What follows belongs to an exercise in optimizing a design on an open flow for small area, a short achievable clock period and few clock cycles; a production flow would make more cautious choices. Only simulation tests tie the RTL to the original design; equivalence was not proved. No activity file was given, so power comes from the tool's default toggle rates.

### flow/design.v
module ALU(Data1In,Data2In,OperatorIn,LessOut,ZeroOut,ResultOut);
  input[31:0] Data1In;         
  input[31:0] Data2In;         
  input[2:0] OperatorIn;       
  output LessOut;              
  output ZeroOut;              
  output reg[31:0] ResultOut;  
  always @(*) begin
    case (OperatorIn)
      3'b001: ResultOut<=Data1In+Data2In;  
      3'b010: ResultOut<=Data1In-Data2In;  
      3'b011: ResultOut<=Data1In&Data2In;  
      3'b100: ResultOut<=Data1In|Data2In;  
      3'b101: ResultOut<=Data1In^Data2In;  
      3'b110: if (Data2In>31) ResultOut<=32'h00000000;
              else if (Data2In>0) ResultOut<=Data1In<<Data2In;  
              else ResultOut<=Data1In;
      3'b111: if (Data2In>31) ResultOut<=32'h00000000;
              else if (Data2In>0) ResultOut<=Data1In>>Data2In;  
              else ResultOut<=Data1In;
     default: ResultOut<=32'h00000000;  
    endcase
  end  
  assign LessOut=(Data1In<Data2In)?1:0;
  assign ZeroOut=(ResultOut==0)?1:0;
endmodule
module ALUMUX(DataIn,Imm32In,SelectorIn,DataOut);
  input[31:0] DataIn;  
  input[31:0] Imm32In;     
  input SelectorIn;        
  output[31:0] DataOut;    
  assign DataOut=SelectorIn?DataIn:Imm32In;
endmodule
module AddrMUX(LessIn,ZeroIn,RegRelAddrIn,
               PCRelAddrIn,SeqAddrIn,SelectorIn,AddrOut);
  input LessIn;               
  input ZeroIn;               
  input[31:0] RegRelAddrIn;   
  input[31:0] PCRelAddrIn;    
  input[31:0] SeqAddrIn;      
  input[2:0] SelectorIn;      
  output reg[31:0] AddrOut;   
  always @(*) begin
    if (SelectorIn==0) AddrOut<=SeqAddrIn;
    else if (SelectorIn==1) begin              
      if (LessIn==1) AddrOut<=PCRelAddrIn; 
      else AddrOut<=SeqAddrIn;
    end
    else if (SelectorIn==2) begin              
      if (ZeroIn==1) AddrOut<=PCRelAddrIn; 
      else AddrOut<=SeqAddrIn;
    end
    else if (SelectorIn==3) AddrOut<=PCRelAddrIn;     
    else if (SelectorIn==4) AddrOut<=RegRelAddrIn;     
    else AddrOut<=0;   
  end
endmodule
module Controller(opcodeIn,ctrSignalsOut);
  input[4:0] opcodeIn;  
  output reg[11:0] ctrSignalsOut; 
  always @(*) begin
    case (opcodeIn)
      5'b00001: ctrSignalsOut<=12'b100000000011;  
      5'b00010: ctrSignalsOut<=12'b100000000010;  
      5'b00011: ctrSignalsOut<=12'b100000000101;  
      5'b00100: ctrSignalsOut<=12'b100000000111;  
      5'b00101: ctrSignalsOut<=12'b100000000110;  
      5'b00110: ctrSignalsOut<=12'b100000001001;  
      5'b00111: ctrSignalsOut<=12'b100000001000;  
      5'b01000: ctrSignalsOut<=12'b100000001011;  
      5'b01001: ctrSignalsOut<=12'b100000001010;  
      5'b01010: ctrSignalsOut<=12'b100000001101;  
      5'b01011: ctrSignalsOut<=12'b100000001100;  
      5'b01100: ctrSignalsOut<=12'b100000001111;  
      5'b01101: ctrSignalsOut<=12'b100000001110;  
      5'b01110: ctrSignalsOut<=12'b101000000000;  
      5'b01111: ctrSignalsOut<=12'b110100000010;  
      5'b10000: ctrSignalsOut<=12'b000010000010;  
      5'b10001: ctrSignalsOut<=12'b000000010101;  
      5'b10010: ctrSignalsOut<=12'b000000100101;  
      5'b10011: ctrSignalsOut<=12'b111000110000;  
      5'b10100: ctrSignalsOut<=12'b111001000010;  
       default: ctrSignalsOut<=12'b000000000000;  
    endcase
  end
endmodule
module DataMUX(ResultIn,Imm32In,DataIn,AddrIn,SelectorIn,DataOut);
  input[31:0] ResultIn;      
  input[31:0] Imm32In;       
  input[31:0] DataIn;        
  input[31:0] AddrIn;        
  input[1:0] SelectorIn;     
  output reg[31:0] DataOut;  
  always @(*) begin
    if (SelectorIn==0) DataOut<=ResultIn;
    else if (SelectorIn==1) DataOut<=Imm32In;
    else if (SelectorIn==2) DataOut<=DataIn;
    else DataOut<=AddrIn;
  end
endmodule
`timescale 1ns / 1ps
module EXMEMReg(clkIn,resetn,flushIn,rdIn,AddrIn,retAddrIn,ImmIn,Data2In,LessIn,ZeroIn,ResultIn,Ctrl_signalIn,rdOut,AddrOut,retAddrOut,ImmOut,Data2Out,LessOut,ZeroOut,ResultOut,ctrSignalsOut);
input clkIn;
input resetn;
input flushIn;
input[4:0] rdIn;
input[31:0] AddrIn;
input[31:0] retAddrIn;
input[31:0] ImmIn;
input[31:0] Data2In;
input LessIn;
input ZeroIn;
input[31:0] ResultIn;
input[11:0] Ctrl_signalIn;
output reg [4:0] rdOut;
output reg [31:0] AddrOut;
output reg [31:0] retAddrOut;
output reg [31:0] ImmOut;
output reg [31:0] Data2Out;
output reg LessOut;
output reg ZeroOut;
output reg [31:0] ResultOut;
output reg [11:0] ctrSignalsOut;
always @(posedge clkIn) begin
   if(~resetn)begin
      rdOut<=5'b0;
      AddrOut<=32'b0;
      retAddrOut<=32'b0;
      ImmOut<=32'b0;
      Data2Out<=32'b0;
      LessOut<=0;
      ZeroOut<=0;
      ResultOut<=32'b0;
      ctrSignalsOut<=12'b0;
   end
   else if(flushIn)begin
      rdOut<=5'b0;
      AddrOut<=32'b0;
      retAddrOut<=32'b0;
      ImmOut<=32'b0;
      Data2Out<=32'b0;
      LessOut<=0;
      ZeroOut<=0;
      ResultOut<=32'b0;
      ctrSignalsOut<=12'b0;
   end 
   else begin
      rdOut<=rdIn;
      AddrOut<=AddrIn;
      retAddrOut<=retAddrIn;
      ImmOut<=ImmIn;
      Data2Out<=Data2In;
      LessOut<=LessIn;
      ZeroOut<=ZeroIn;
      ResultOut<=ResultIn;
      ctrSignalsOut<=Ctrl_signalIn;
   end
end
endmodule
module FWD(
  input[4:0]      IDEXrs1In,     
  input[4:0]      IDEXrs2In,     
  input           EXMAwriteIn,   
  input[4:0]      EXMArdIn,      
  input[1:0]      EXMADataSelectorIn,      
  input           MAWBwriteIn,   
  input[4:0]      MAWBrdIn,      
  output reg[2:0] forward1Out,      
  output reg[2:0] forward2Out       
);
  always @(*) begin
    if ((EXMAwriteIn)&&(EXMArdIn==IDEXrs1In)) begin
      if      (EXMADataSelectorIn==0) forward1Out<=1;
      else if (EXMADataSelectorIn==1) forward1Out<=2;
      else if (EXMADataSelectorIn==3) forward1Out<=3;
      else                            forward1Out<=5;
    end
    else if ((MAWBwriteIn)&&(MAWBrdIn==IDEXrs1In)) forward1Out<=4;
    else forward1Out<=0;
  end
  always @(*) begin
    if ((EXMAwriteIn)&&(EXMArdIn==IDEXrs2In)) begin
      if      (EXMADataSelectorIn==0) forward2Out<=1;
      else if (EXMADataSelectorIn==1) forward2Out<=2;
      else if (EXMADataSelectorIn==3) forward2Out<=3;
      else                            forward2Out<=5;  
    end
    else if ((MAWBwriteIn)&&(MAWBrdIn==IDEXrs2In)) forward2Out<=4;
    else forward2Out<=0;
  end
endmodule
module FWDMUX(
  input[31:0]      IDEXdata1In,
  input[31:0]      IDEXdata2In,
  input[31:0]      EXMAresultIn,   
  input[31:0]      EXMAimm32In,
  input[31:0]      EXMAaddrIn,
  input[31:0]      MAWBdataIn,
  input[2:0]       forward1In,
  input[2:0]       forward2In,
  output reg[31:0] data1Out,
  output reg[31:0] data2Out
);
  always @(IDEXdata1In,EXMAresultIn,EXMAimm32In,EXMAaddrIn,MAWBdataIn,forward1In) begin
    if      (forward1In==0) data1Out<=IDEXdata1In;
    else if (forward1In==1) data1Out<=EXMAresultIn;
    else if (forward1In==2) data1Out<=EXMAimm32In;
    else if (forward1In==3) data1Out<=EXMAaddrIn;
    else if (forward1In==4) data1Out<=MAWBdataIn;
    else                    data1Out<=0;
  end                         
  always @(IDEXdata2In,EXMAresultIn,EXMAimm32In,EXMAaddrIn,MAWBdataIn,forward2In) begin
    if      (forward2In==0) data2Out<=IDEXdata2In;
    else if (forward2In==1) data2Out<=EXMAresultIn;
    else if (forward2In==2) data2Out<=EXMAimm32In;
    else if (forward2In==3) data2Out<=EXMAaddrIn;
    else if (forward2In==4) data2Out<=MAWBdataIn;
    else                    data2Out<=0;
  end
endmodule
module Flush(
  input lessIn,          
  input zeroIn,          
  input[2:0] AddrSelectorIn,   
  output reg flushOut    
);
  always @(*) begin
    if (AddrSelectorIn==1) begin   
      if (lessIn==1) flushOut<=1; 
      else flushOut<=0; 
    end
    else if (AddrSelectorIn==2) begin   
      if (zeroIn==1) flushOut<=1;
      else flushOut<=0;
    end
    else if (AddrSelectorIn==3) flushOut<=1;   
    else if (AddrSelectorIn==4) flushOut<=1;   
    else flushOut<=0;
  end
endmodule
`timescale 1ns / 1ps
module IDEXReg(clkIn,resetn,flushIn,stallIn,rs1In,rs2In,rdIn,AddrIn,ImmIn,
Data1In,Data2In,rdOut,rs1Out,rs2Out,AddrOut,ImmOut,Data1Out,Data2Out,ctrSignalsIn,ctrSignalsOut);
input clkIn;
input resetn;
input flushIn;       
input stallIn;
input[4:0] rs1In;
input[4:0] rs2In;        
input[4:0] rdIn;
input[31:0] AddrIn;
input[31:0] ImmIn;
input[31:0] Data1In;
input[31:0] Data2In;
input[11:0] ctrSignalsIn;
output reg [4:0] rdOut;
output reg [4:0] rs1Out;
output reg [4:0] rs2Out;
output reg [31:0] AddrOut;
output reg [31:0] ImmOut;
output reg [31:0] Data1Out;
output reg [31:0] Data2Out;
output reg [11:0] ctrSignalsOut;
always @(posedge clkIn) begin
   if(~resetn)begin
      rdOut<=5'b0;
      AddrOut<=32'b0;
      ImmOut<=32'b0;
      Data1Out<=32'b0;
      Data2Out<=32'b0;
      ctrSignalsOut<=12'b0;
      rs1Out<=5'b0;
      rs2Out<=5'b0;
   end
   else if(flushIn)begin
      rdOut<=5'b0;
      AddrOut<=32'b0;
      ImmOut<=32'b0;
      Data1Out<=32'b0;
      Data2Out<=32'b0;
      ctrSignalsOut<=12'b0;
      rs1Out<=5'b0;
      rs2Out<=5'b0;
   end
   else if(stallIn==0)begin
      rdOut<=rdIn;
      AddrOut<=AddrIn;
      ImmOut<=ImmIn;
      Data1Out<=Data1In;
      Data2Out<=Data2In;
      ctrSignalsOut<=ctrSignalsIn;
      rs1Out<=rs1In;
      rs2Out<=rs2In;
   end
   else begin
      rdOut<=5'b0;
      AddrOut<=32'b0;
      ImmOut<=32'b0;
      Data1Out<=32'b0;
      Data2Out<=32'b0;
      ctrSignalsOut<=12'b0;
      rs1Out<=5'b0;
      rs2Out<=5'b0;
   end
end
endmodule
`timescale 1ns / 1ps
module IFIDReg(clkIn,resetn,AddrIn,InsIn,flushIn,stallIn,AddrOut,InsOut);
input clkIn;
input resetn;
input [31:0]AddrIn;
input [31:0]InsIn;
input flushIn;
input stallIn;
output reg [31:0] AddrOut;
output reg [31:0] InsOut;
always @(posedge clkIn) begin
   if(~resetn)begin
      InsOut<=32'b0;
      AddrOut<=32'b0;
   end
   else if(flushIn) begin
       AddrOut<=32'b0;
       InsOut<=32'b0;
   end
   else if(stallIn==0)begin
      InsOut<=InsIn;
      AddrOut<=AddrIn;
   end
end
endmodule
module ImmGen(InsIn,Imm32Out);
  input[31:0] InsIn;          
  output reg[31:0] Imm32Out;  
  wire[4:0] opcode;
  assign opcode=InsIn[4:0];
  wire[4:0] imm5;
  assign imm5=InsIn[11:7];
  wire[5:0] imm6;
  assign imm6=InsIn[25:20];
  wire[6:0] imm7;
  assign imm7=InsIn[31:25];
  wire[11:0] imm12;
  assign imm12=InsIn[31:20];
  wire[19:0] imm20;
  assign imm20=InsIn[31:12];
  always @(InsIn) begin
    case (opcode)
      5'b00010: if (imm12[11]) Imm32Out<={20'hfffff,imm12[11:0]};
                else Imm32Out<={20'h00000,imm12[11:0]};
      5'b00101: Imm32Out<={20'h00000,imm12[11:0]};
      5'b00111: Imm32Out<={20'h00000,imm12[11:0]};
      5'b01001: Imm32Out<={20'h00000,imm12[11:0]};
      5'b01011: Imm32Out<={26'h0000000,imm6[5:0]};
      5'b01101: Imm32Out<={26'h0000000,imm6[5:0]};
      5'b01110: Imm32Out<={imm20,12'h000};
      5'b01111: if (imm12[11]) Imm32Out<={20'hfffff,imm12[11:0]};
                else Imm32Out<={20'h00000,imm12[11:0]};
      5'b10000: if (imm7[6]) Imm32Out<={20'hfffff,imm7[6:0],imm5[4:0]};
                else Imm32Out<={20'h00000,imm7[6:0],imm5[4:0]};
      5'b10001: if (imm7[6]) Imm32Out<={20'hfffff,imm7[6:0],imm5[4:0]};
                else Imm32Out<={20'h00000,imm7[6:0],imm5[4:0]};
      5'b10010: if (imm7[6]) Imm32Out<={20'hfffff,imm7[6:0],imm5[4:0]};
                else Imm32Out<={20'h00000,imm7[6:0],imm5[4:0]};
      5'b10011: if (imm20[19]) Imm32Out<={12'hfff,imm20[19:0]};
                else Imm32Out<={12'h000,imm20[19:0]};
      5'b10100: if (imm12[11]) Imm32Out<={20'hfffff,imm12[11:0]};
                else Imm32Out<={20'h00000,imm12[11:0]};
       default: Imm32Out<=32'h00000000;
    endcase
  end
endmodule
`timescale 1ns / 1ps
module MEMWBReg(clkIn,resetn,rdIn,retAddrIn,ImmIn,Data2In,ResultIn,Ctrl_signalIn,rdOut,retAddrOut,ImmOut,Data2Out,ResultOut,ctrSignalsOut);
input clkIn;
input resetn;
input[4:0] rdIn;
input[31:0] retAddrIn;
input[31:0] ImmIn;
input[31:0] Data2In;
input[31:0] ResultIn;
input[11:0] Ctrl_signalIn;
output reg [4:0] rdOut;
output reg [31:0] retAddrOut;
output reg [31:0] ImmOut;
output reg [31:0] Data2Out;
output reg [31:0] ResultOut;
output reg [11:0] ctrSignalsOut;
always @(posedge clkIn) begin
   if(~resetn)begin
      rdOut<=5'b0;
      retAddrOut<=32'b0;
      ImmOut<=32'b0;
      Data2Out<=32'b0;
      ResultOut<=32'b0;
      ctrSignalsOut<=12'b0;
   end
   else begin
      rdOut<=rdIn;
      retAddrOut<=retAddrIn;
      ImmOut<=ImmIn;
      Data2Out<=Data2In;
      ResultOut<=ResultIn;
      ctrSignalsOut<=Ctrl_signalIn;
   end
end
endmodule
module PC(clkIn,resetIn,AddrIn,flushIn,stallIn,AddrOut);
  input clkIn;
  input resetIn;
  input[31:0] AddrIn;
  input flushIn;
  input stallIn;
  output reg[31:0] AddrOut;
  always @(posedge clkIn) begin
    if (~resetIn) AddrOut<=0;
    else if (flushIn) AddrOut<=AddrIn;
    else if (stallIn==0) AddrOut<=AddrIn;
  end
endmodule
module PCRelAddrAdder(OffsetIn,AddrIn,AddrOut);
  input[31:0] OffsetIn;  
  input[31:0] AddrIn;    
  output[31:0] AddrOut;  
  assign AddrOut=AddrIn+OffsetIn;
endmodule
 module Reg(clkIn,resetIn,rs1In,rs2In,rdIn,DataIn,WriteIn,Data1Out,Data2Out,portOut);
  input clkIn;           
  input resetIn;
  input[4:0] rs1In;       
  input[4:0] rs2In;       
  input[4:0] rdIn;        
  input[31:0] DataIn;     
  input WriteIn;          
  output[31:0] Data1Out;  
  output[31:0] Data2Out;  
  output[15:0] portOut;   
  reg[31:0] RF[31:0];   
  integer k;
  assign Data1Out=RF[rs1In];
  assign Data2Out=RF[rs2In];
  assign portOut=RF[31][31:0];  
  always @(posedge clkIn) begin
    if (~resetIn) begin
      for (k=0;k<32;k=k+1) RF[k]<=0;
    end
    else if (WriteIn) RF[rdIn]<=DataIn;
  end
endmodule
module SeqAddrAdder(AddrIn,AddrOut);
  input[31:0] AddrIn;    
  output[31:0] AddrOut;  
  assign AddrOut=AddrIn+1;
endmodule
module Stall(
  input[4:0] IFIDrs1In,     
  input[4:0] IFIDrs2In,     
  input      IDEXIn,    
  input[4:0] IDEXrdIn,      
  input      MEMWBRegWriteIn,
  input[4:0] MEMWBrdIn,  
  output reg stallOut   
);
  always @(*) begin
    if ((IDEXIn)&&(IDEXrdIn==IFIDrs1In||IDEXrdIn==IFIDrs2In)) stallOut<=1;
    else if ((MEMWBRegWriteIn)&&(MEMWBrdIn==IFIDrs1In||MEMWBrdIn==IFIDrs2In)) stallOut<=1;
    else stallOut<=0;
  end
endmodule
`timescale 1ns / 1ps
module retAddrAdder(AddrIn,AddrOut);
  input[31:0] AddrIn;
  output[31:0] AddrOut;
  assign AddrOut=AddrIn+1;
endmodule
module SimpleCPU(clk,rstn,imem_addr,imem_data,dmem_addr,dmem_wdata,dmem_we,dmem_rdata);
  input clk;  
  input rstn;  
  output [31:0] imem_addr;   
  input  [31:0] imem_data;   
  output [31:0] dmem_addr;   
  output [31:0] dmem_wdata;  
  output        dmem_we;     
  input  [31:0] dmem_rdata;  
  wire clkIn;
  assign clkIn=clk;
  wire flush;
  wire stall;
  wire[31:0] AddrMUX_AddrOut; 
  wire[31:0] PC_AddrOut;
  PC myPC(clkIn,rstn,AddrMUX_AddrOut,flush,stall,PC_AddrOut);
  wire[31:0] IMem_InsOut;
  assign imem_addr=PC_AddrOut;
  assign IMem_InsOut=imem_data;
  wire [31:0] IFID_AddrOut;
  wire [31:0] IFID_InsOut;
  IFIDReg IFIDRegister(clkIn,rstn,PC_AddrOut,IMem_InsOut,flush,stall,IFID_AddrOut,IFID_InsOut);
  wire[31:0] SeqAddrAdder_AddrOut;
  SeqAddrAdder mySeqAddrAdder(PC_AddrOut,SeqAddrAdder_AddrOut);
  wire[11:0] Controller_ctrSignalsOut;
  Controller myController (IFID_InsOut[4:0],Controller_ctrSignalsOut);
  wire [11:0] MEMWB_ctrSignalsOut;
  wire [4:0] MEMWB_rdOut;
  wire [31:0] DataMUX_DataOut;
  wire [31:0] Reg_Data1Out;
  wire [31:0] Reg_Data2Out;
  wire [15:0] portOut;
  Reg myReg(clkIn,rstn,IFID_InsOut[19:15],IFID_InsOut[24:20],MEMWB_rdOut,DataMUX_DataOut,MEMWB_ctrSignalsOut[11],Reg_Data1Out,Reg_Data2Out,portOut);
  wire[31:0] ImmGen_Imm32Out;
  ImmGen myImmGen(IFID_InsOut,ImmGen_Imm32Out);
  wire[4:0] IDEX_rdOut;
  wire[11:0] IDEX_ctrSignalsOut;
  wire [4:0] EXMEM_rdOut;
  wire[11:0] EXMEM_ctrSignalsOut;
  Stall myStall(IFID_InsOut[19:15],IFID_InsOut[24:20],IDEX_ctrSignalsOut[8],IDEX_rdOut,MEMWB_ctrSignalsOut[11],MEMWB_rdOut,stall);
  wire[31:0] IDEX_AddrOut;
  wire[31:0] IDEX_Imm32Out;
  wire[31:0] IDEX_Data1Out;
  wire[31:0] IDEX_Data2Out;
  wire[4:0] IDEX_rs1Out;
  wire[4:0] IDEX_rs2Out;
  IDEXReg IDEXRegister(clkIn,rstn,flush,stall,IFID_InsOut[19:15],IFID_InsOut[24:20],IFID_InsOut[11:7],IFID_AddrOut,ImmGen_Imm32Out,Reg_Data1Out,
  Reg_Data2Out,IDEX_rdOut,IDEX_rs1Out,IDEX_rs2Out,IDEX_AddrOut,IDEX_Imm32Out,IDEX_Data1Out,IDEX_Data2Out,Controller_ctrSignalsOut,IDEX_ctrSignalsOut);
  wire [31:0] EXMEM_ResultOut;
  wire [31:0] EXMEM_Imm32Out;
  wire [31:0] EXMEM_AddrOut;
  wire [31:0] EXMEM_retAddrOut;
  wire[31:0] FWDMUX_Data1Out;
  wire[31:0] FWDMUX_Data2Out;
  wire [2:0]forward1;
  wire [2:0]forward2;
  FWDMUX myFWDMUX(IDEX_Data1Out,IDEX_Data2Out,EXMEM_ResultOut,EXMEM_Imm32Out,EXMEM_retAddrOut,
  DataMUX_DataOut,forward1,forward2,FWDMUX_Data1Out,FWDMUX_Data2Out);
  FWD myFWD(IDEX_rs1Out,IDEX_rs2Out,EXMEM_ctrSignalsOut[11],EXMEM_rdOut
  ,EXMEM_ctrSignalsOut[10:9],MEMWB_ctrSignalsOut[11],MEMWB_rdOut,forward1,forward2);
  wire[31:0] ALUMUX_DataOut; 
  ALUMUX myALUMUX(FWDMUX_Data2Out,IDEX_Imm32Out,IDEX_ctrSignalsOut[0],ALUMUX_DataOut);
  wire ALU_LessOut;
  wire ALU_ZeroOut;
  wire[31:0] ALU_ResultOut;
  ALU myALU(FWDMUX_Data1Out,ALUMUX_DataOut,IDEX_ctrSignalsOut[3:1],ALU_LessOut,ALU_ZeroOut,ALU_ResultOut);
  wire[31:0] PCRelAddrAdder_AddrOut;
  PCRelAddrAdder myPCRelAddrAdder(IDEX_Imm32Out,IDEX_AddrOut,PCRelAddrAdder_AddrOut);
  wire[31:0] retAddrAdder_retAddrOut;
  retAddrAdder myretAddrAdder(IDEX_AddrOut,retAddrAdder_retAddrOut);
  wire EXMEM_LessOut;
  wire EXMEM_ZeroOut;
  wire [31:0] EXMEM_Data2Out;
  EXMEMReg EXMEMRegister(clkIn,rstn,flush,IDEX_rdOut,PCRelAddrAdder_AddrOut,retAddrAdder_retAddrOut,IDEX_Imm32Out,FWDMUX_Data2Out,ALU_LessOut,ALU_ZeroOut,ALU_ResultOut,IDEX_ctrSignalsOut,
  EXMEM_rdOut,EXMEM_AddrOut,EXMEM_retAddrOut,EXMEM_Imm32Out,EXMEM_Data2Out,EXMEM_LessOut,EXMEM_ZeroOut,EXMEM_ResultOut,EXMEM_ctrSignalsOut);
  AddrMUX myAddrMUX(EXMEM_LessOut,EXMEM_ZeroOut,EXMEM_ResultOut,EXMEM_AddrOut,SeqAddrAdder_AddrOut,EXMEM_ctrSignalsOut[6:4],AddrMUX_AddrOut);
  Flush myFlush(EXMEM_LessOut,EXMEM_ZeroOut,EXMEM_ctrSignalsOut[6:4],flush);
  wire[31:0] DMem_DataOut;
  assign dmem_addr=EXMEM_ResultOut;
  assign dmem_wdata=EXMEM_Data2Out;
  assign dmem_we=EXMEM_ctrSignalsOut[7];
  assign DMem_DataOut=dmem_rdata;
  wire [31:0] MEMWB_ResultOut;
  wire [31:0] MEMWB_Data2Out;
  wire [31:0] MEMWB_Imm32Out;
  wire [31:0] MEMWB_retAddrOut;
  MEMWBReg MEMWBRegister(clkIn,rstn,EXMEM_rdOut,EXMEM_retAddrOut,EXMEM_Imm32Out,DMem_DataOut,EXMEM_ResultOut,EXMEM_ctrSignalsOut
  ,MEMWB_rdOut,MEMWB_retAddrOut,MEMWB_Imm32Out,MEMWB_Data2Out,MEMWB_ResultOut,MEMWB_ctrSignalsOut);
  DataMUX myDataMUX(MEMWB_ResultOut,MEMWB_Imm32Out,MEMWB_Data2Out,MEMWB_retAddrOut,MEMWB_ctrSignalsOut[10:9],DataMUX_DataOut);
endmodule
### flow/run.sh
#!/bin/bash
# synth_recipe.tcl (not shown) runs the flow's synth.tcl, then flattens the netlist and writes it again
# the make line also repeats each setting of config.mk as NAME=value (left out here)
make -C /OpenROAD-flow-scripts/flow DESIGN_CONFIG=/design/flow/config.mk WORK_HOME=/design/flow/orfs CLKGATE_MAP_FILE= SYNTH_SCRIPT=/design/flow/synth_recipe.tcl finish
### flow/config.mk
export PLATFORM = sky130hd
export DESIGN_NAME = SimpleCPU
export DESIGN_NICKNAME = SimpleCPU
export VERILOG_FILES = /design/flow/design.v
export SDC_FILE = /design/flow/constraint.sdc
export NUM_CORES = 4
export LEC_CHECK = 0
export CAP_MARGIN = 20
export CORE_MARGIN = 2
export CORE_UTILIZATION = 40
export PLACE_DENSITY = 0.6
export SLEW_MARGIN = 20
### flow/constraint.sdc
create_clock -name core_clock -period 10.0 [get_ports {clk}]
set_input_delay 2.0000 -clock core_clock [delete_from_list [all_inputs] [get_ports {clk}]]
set_output_delay 2.0000 -clock core_clock [all_outputs]
set_load 0.01 [all_outputs]
==> results.txt <==
## sequential cells by signal (all words and copies together), names as in the netlist, 7 cells and up
register,count
EXMEMRegister.Data2Out,32
MEMWBRegister.Data2Out,32
EXMEMRegister.ResultOut,32
IDEXRegister.Data1Out,32
myReg.RF,1024
myPC.AddrOut,32
IFIDRegister.InsOut,30
IDEXRegister.Data2Out,32
IDEXRegister.ctrSignalsOut,12
EXMEMRegister.retAddrOut,32
EXMEMRegister.AddrOut,32
EXMEMRegister.ImmOut,32
IDEXRegister.ImmOut,32
MEMWBRegister.retAddrOut,32
IFIDRegister.AddrOut,32
EXMEMRegister.ctrSignalsOut,7
MEMWBRegister.ImmOut,32
IDEXRegister.AddrOut,32
MEMWBRegister.ResultOut,32
## logic make-up after synthesis
group / count (synthesis)
simple gates: 2532
flops: 1583
buf+inv: 761
compound gates: 1079
xor+xnor: 105
mux: 948
fa+ha+maj: 139
## layout make-up
| class | count | area (sq um) |
|---|---|---|
| antenna | 8 | 20.0 |
| inverter | 115 | 432 |
| tap | 2788 | 3490 |
| timing repair buffer | 356 | 3120 |
| clock inverter | 77 | 945 |
| multi-input combinational | 4803 | 39100 |
| clock buffer | 219 | 4480 |
| sequential | 1583 | 42000 |
| fill | 18900 | 114000 |
## Yosys cell counts, types with 14 or more instances
| master | number |
|---|---|
| a221o_1 | 22 |
| a222oi_1 | 21 |
| o221ai_1 | 19 |
| o211ai_1 | 49 |
| and2_1 | 181 |
| nand3_1 | 153 |
| mux2i_1 | 268 |
| o2bb2ai_1 | 17 |
| a211oi_1 | 26 |
| nand2b_1 | 34 |
| nand2_1 | 258 |
| mux2_2 | 36 |
| nor4_1 | 14 |
| a221oi_1 | 42 |
| a2111oi_0 | 14 |
| nand4_1 | 15 |
| clkbuf_1 | 523 |
| o21a_1 | 18 |
| or3_1 | 47 |
| xnor2_1 | 56 |
| o31ai_1 | 24 |
| mux4_2 | 641 |
| o21ai_0 | 212 |
| xor2_1 | 49 |
| ha_1 | 136 |
| nor2b_1 | 33 |
| o22ai_1 | 24 |
| a31oi_1 | 74 |
| and3_1 | 126 |
| buf_2 | 41 |
| a21o_1 | 27 |
| nor2_1 | 1483 |
| a21oi_1 | 260 |
| nor3b_1 | 18 |
| inv_1 | 109 |
| o21bai_1 | 14 |
| buf_1 | 70 |
| nor3_1 | 119 |
| o21ai_1 | 32 |
| edfxtp_1 | 1024 |
| dfxtp_1 | 559 |
| a22oi_1 | 42 |
## critical path, cell delays in order, from the launching register on
cell and delay [ns]:
dfxtp_1 0.73, xnor2_1 0.23, nand4_1 0.49, o22ai_1 0.93, o21ai_0 0.18, a31oi_1 0.91, a21oi_1 0.46, ha_1 0.56
a221oi_1 0.50, o211ai_1 0.30, a311oi_1 0.51, o41a_1 0.34, a221oi_1 0.14, a221oi_1 0.25, a21oi_1 0.08, a311o_1 0.33
a31oi_1 0.26, nand4_1 0.16, nor4_1 0.47, and4b_1 0.25, and4_1 0.24, and4_1 0.19
## power by group
part | switching [W] | total, W | internal [W]
clock | 0.00272 | 0.00630 | 0.00358
combinational | 0.00190 | 0.00292 | 0.00102
sequential | 0.000236 | 0.00742 | 0.00718
## routing by layer
layer | global-route usage | share of wire | routed length, microns
met5 | 0 | 0.00023 | 73
met1 | 0.383 | 0.37 | 120000
met3 | 0.0708 | 0.11 | 35500
met4 | 0.145 | 0.055 | 17700
met2 | 0.470 | 0.46 | 148000
## path summary, 6_finish.rpt
check	startpoint	to	slack [ns]	depth (start not counted)
max reg2reg	MEMWBRegister.rdOut[4]$_SDFF_PN0_	EXMEMRegister.ZeroOut$_SDFF_PP0_	1.40	21
min reg2reg	EXMEMRegister.ImmOut[4]$_SDFF_PP0_	MEMWBRegister.ImmOut[4]$_SDFF_PN0_	0.44	1
max	MEMWBRegister.rdOut[4]$_SDFF_PN0_	EXMEMRegister.ZeroOut$_SDFF_PP0_	1.40	21
min	EXMEMRegister.ImmOut[4]$_SDFF_PP0_	MEMWBRegister.ImmOut[4]$_SDFF_PN0_	0.44	1
## per-stage QoR
step,utilization,area (sq um),hold slack (ns)
after floorplan,-,83700,0.422
after global placement,0.425,88100,0.434
after detailed placement,0.425,88200,0.439
after CTS,0.451,93600,0.451
after global routing,0.451,93600,0.470
final,0.451,93600,0.445
==> impl_metrics.env <==
export IMPL_dieArea_sq_mm=0.213
export IMPL_antenna_found_initial=16
export IMPL_setup_ws_ns=1.40
export IMPL_crit_path_max_fanout=13
export IMPL_muxShareOfSynthArea=0.210
export IMPL_ctsHtreeMaxLevel=4
export IMPL_grt_first_pass_wirelength_microns=452000
export IMPL_cts_buffers=165
export IMPL_criticalPathCategory="flop to flop"
export IMPL_synthAdderAreaFrac=0.0211
export IMPL_fin_nets=7229
export IMPL_wl_per_cell_microns=32.3
export IMPL_cts_tree="built"
export IMPL_yosys_area_share_simple=0.135
export IMPL_gp_congestion=1.01
export IMPL_die_h_microns=461
export IMPL_via_per_inst=6.38
export IMPL_grt_ovfl_total=0
export IMPL_drtIter0Drc=9151
export IMPL_wl_microns=322000
export IMPL_ant_nets=0
export IMPL_cellLeakagePower_nw=32.0
export IMPL_drive_above_1_share=0.178
export IMPL_final_common_cell="nor2_1"
export IMPL_cp_start_kind="flop"
export IMPL_cts_buffer_depth=3
export IMPL_synth_fp_nets=7352
export IMPL_grt_pass1_vias=61400
export IMPL_synth_edf_count=1024
export IMPL_synth_xor_area_share=0.0110
export IMPL_cp_required_ns=10.75
export IMPL_status="complete, no violations"
export IMPL_ys_types=103
export IMPL_synthCells=7147
export IMPL_holdCritPathClass="flop to flop"
export IMPL_syn_cell_area_sq_mm=0.0837
export IMPL_finalSetupTns_ns=0
export IMPL_finClkSkew_ns=0.0558
export IMPL_worstMarginPinSlew_ns=1.29
export IMPL_dp_cells=9645
export IMPL_ir_drop_mv=0.196
export IMPL_syn_area_per_cell_sq_um=11.7
export IMPL_pin_count=163
export IMPL_arrival_ns=9.35
export IMPL_period_minus_slack_ns=8.60
export IMPL_clk_pin_slew_worst_paths_ns=0.06
export IMPL_synth_top_cell_by_area="edfxtp_1"
export IMPL_hold_viol=0
export IMPL_ctsHoldBuffers=0
export IMPL_dominantRegCellSynth="edfxtp_1"
export IMPL_cts_resized=0
export IMPL_gr_usage_all_layers=0.297
export IMPL_core_sq_mm=0.207
export IMPL_syn2layout_area_growth_pct=11.9
export IMPL_port_buffers=160
export IMPL_final_min_period_over_clock_period=0.860
export IMPL_rows=167
export IMPL_netlist_area_leader_share=0.368
export IMPL_yosysSeqAreaShare=0.501
export IMPL_mostFrequentLayoutCells="1,476 x nor2_1, 1,024 x edfxtp_1, 641 x mux4_2, 545 x dfxtp_1, 268 x mux2i_1"
export IMPL_slew_viol_final=0
export IMPL_post_cts_buffers=0
export IMPL_relSlewSlack=0.139
export IMPL_clk_latency_ns=0.84
export IMPL_synth_top_family_by_area="multiplexers"
export IMPL_rsz0062_at_grt="no"
export IMPL_synth_compound_area_share=0.0864
export IMPL_vias=63400
export IMPL_max_cap_violations=0
export IMPL_start_util=0.403
export IMPL_grt_max_degree=179
export IMPL_post_route_drc_count=0
export IMPL_report_power_total_w=0.0166
export IMPL_async_reset_ff_frac=0
export IMPL_yosys_top_cells_area="edfxtp_1 37%, mux4_2 17%, dfxtp_1 13%"
export IMPL_powerDensity_mw_per_mm2=178
export IMPL_cts_sinks=1583
export IMPL_pre_cts_ws_ns=1.75
export IMPL_final_cells=9949
export IMPL_ys_seq_elements=1583
export IMPL_max_freq_ghz=0.116
export IMPL_drt_first_pass_iters=7
export IMPL_dpl_hpwl_microns=212000
export IMPL_yosysWarnings=15
export IMPL_die_width_microns=461
export IMPL_worst_setup_path_end_kind="flop"
export IMPL_setup_viol=0
export IMPL_cts_root_buf="clkbuf_16"
Testbench counts, summed over its fixed seeds: cycles 83,322.

[port drivers added, routing unchanged]
In the flow no input, the clock included, has a driving cell. The finished layout below was timed again as built, in two steps.
Step 1, drivers: a clkbuf_16 drives clk and a buf_2 each remaining input, both assumed.
Step 2 times the ports against the registers' clock, not the clock port: input delays grow and output delays shrink by t, the midpoint of the rising clock arrivals with the driver on.
Slacks: no drivers / after step 1 / after step 2; pairs: no drivers / after step 1.
t (ns): 0.895
slack for setup (ns): 1.400 / 1.400 / 1.400
worst setup path after step 2: register to register
worst slew at a driven data input, ns: 0.05
pins driven straight from the clock port: 1
After both steps setup and hold are still met in this run. For this run, drivers alone change the setup slack by 0.000 ns; drivers and shift together by 0.000 ns.
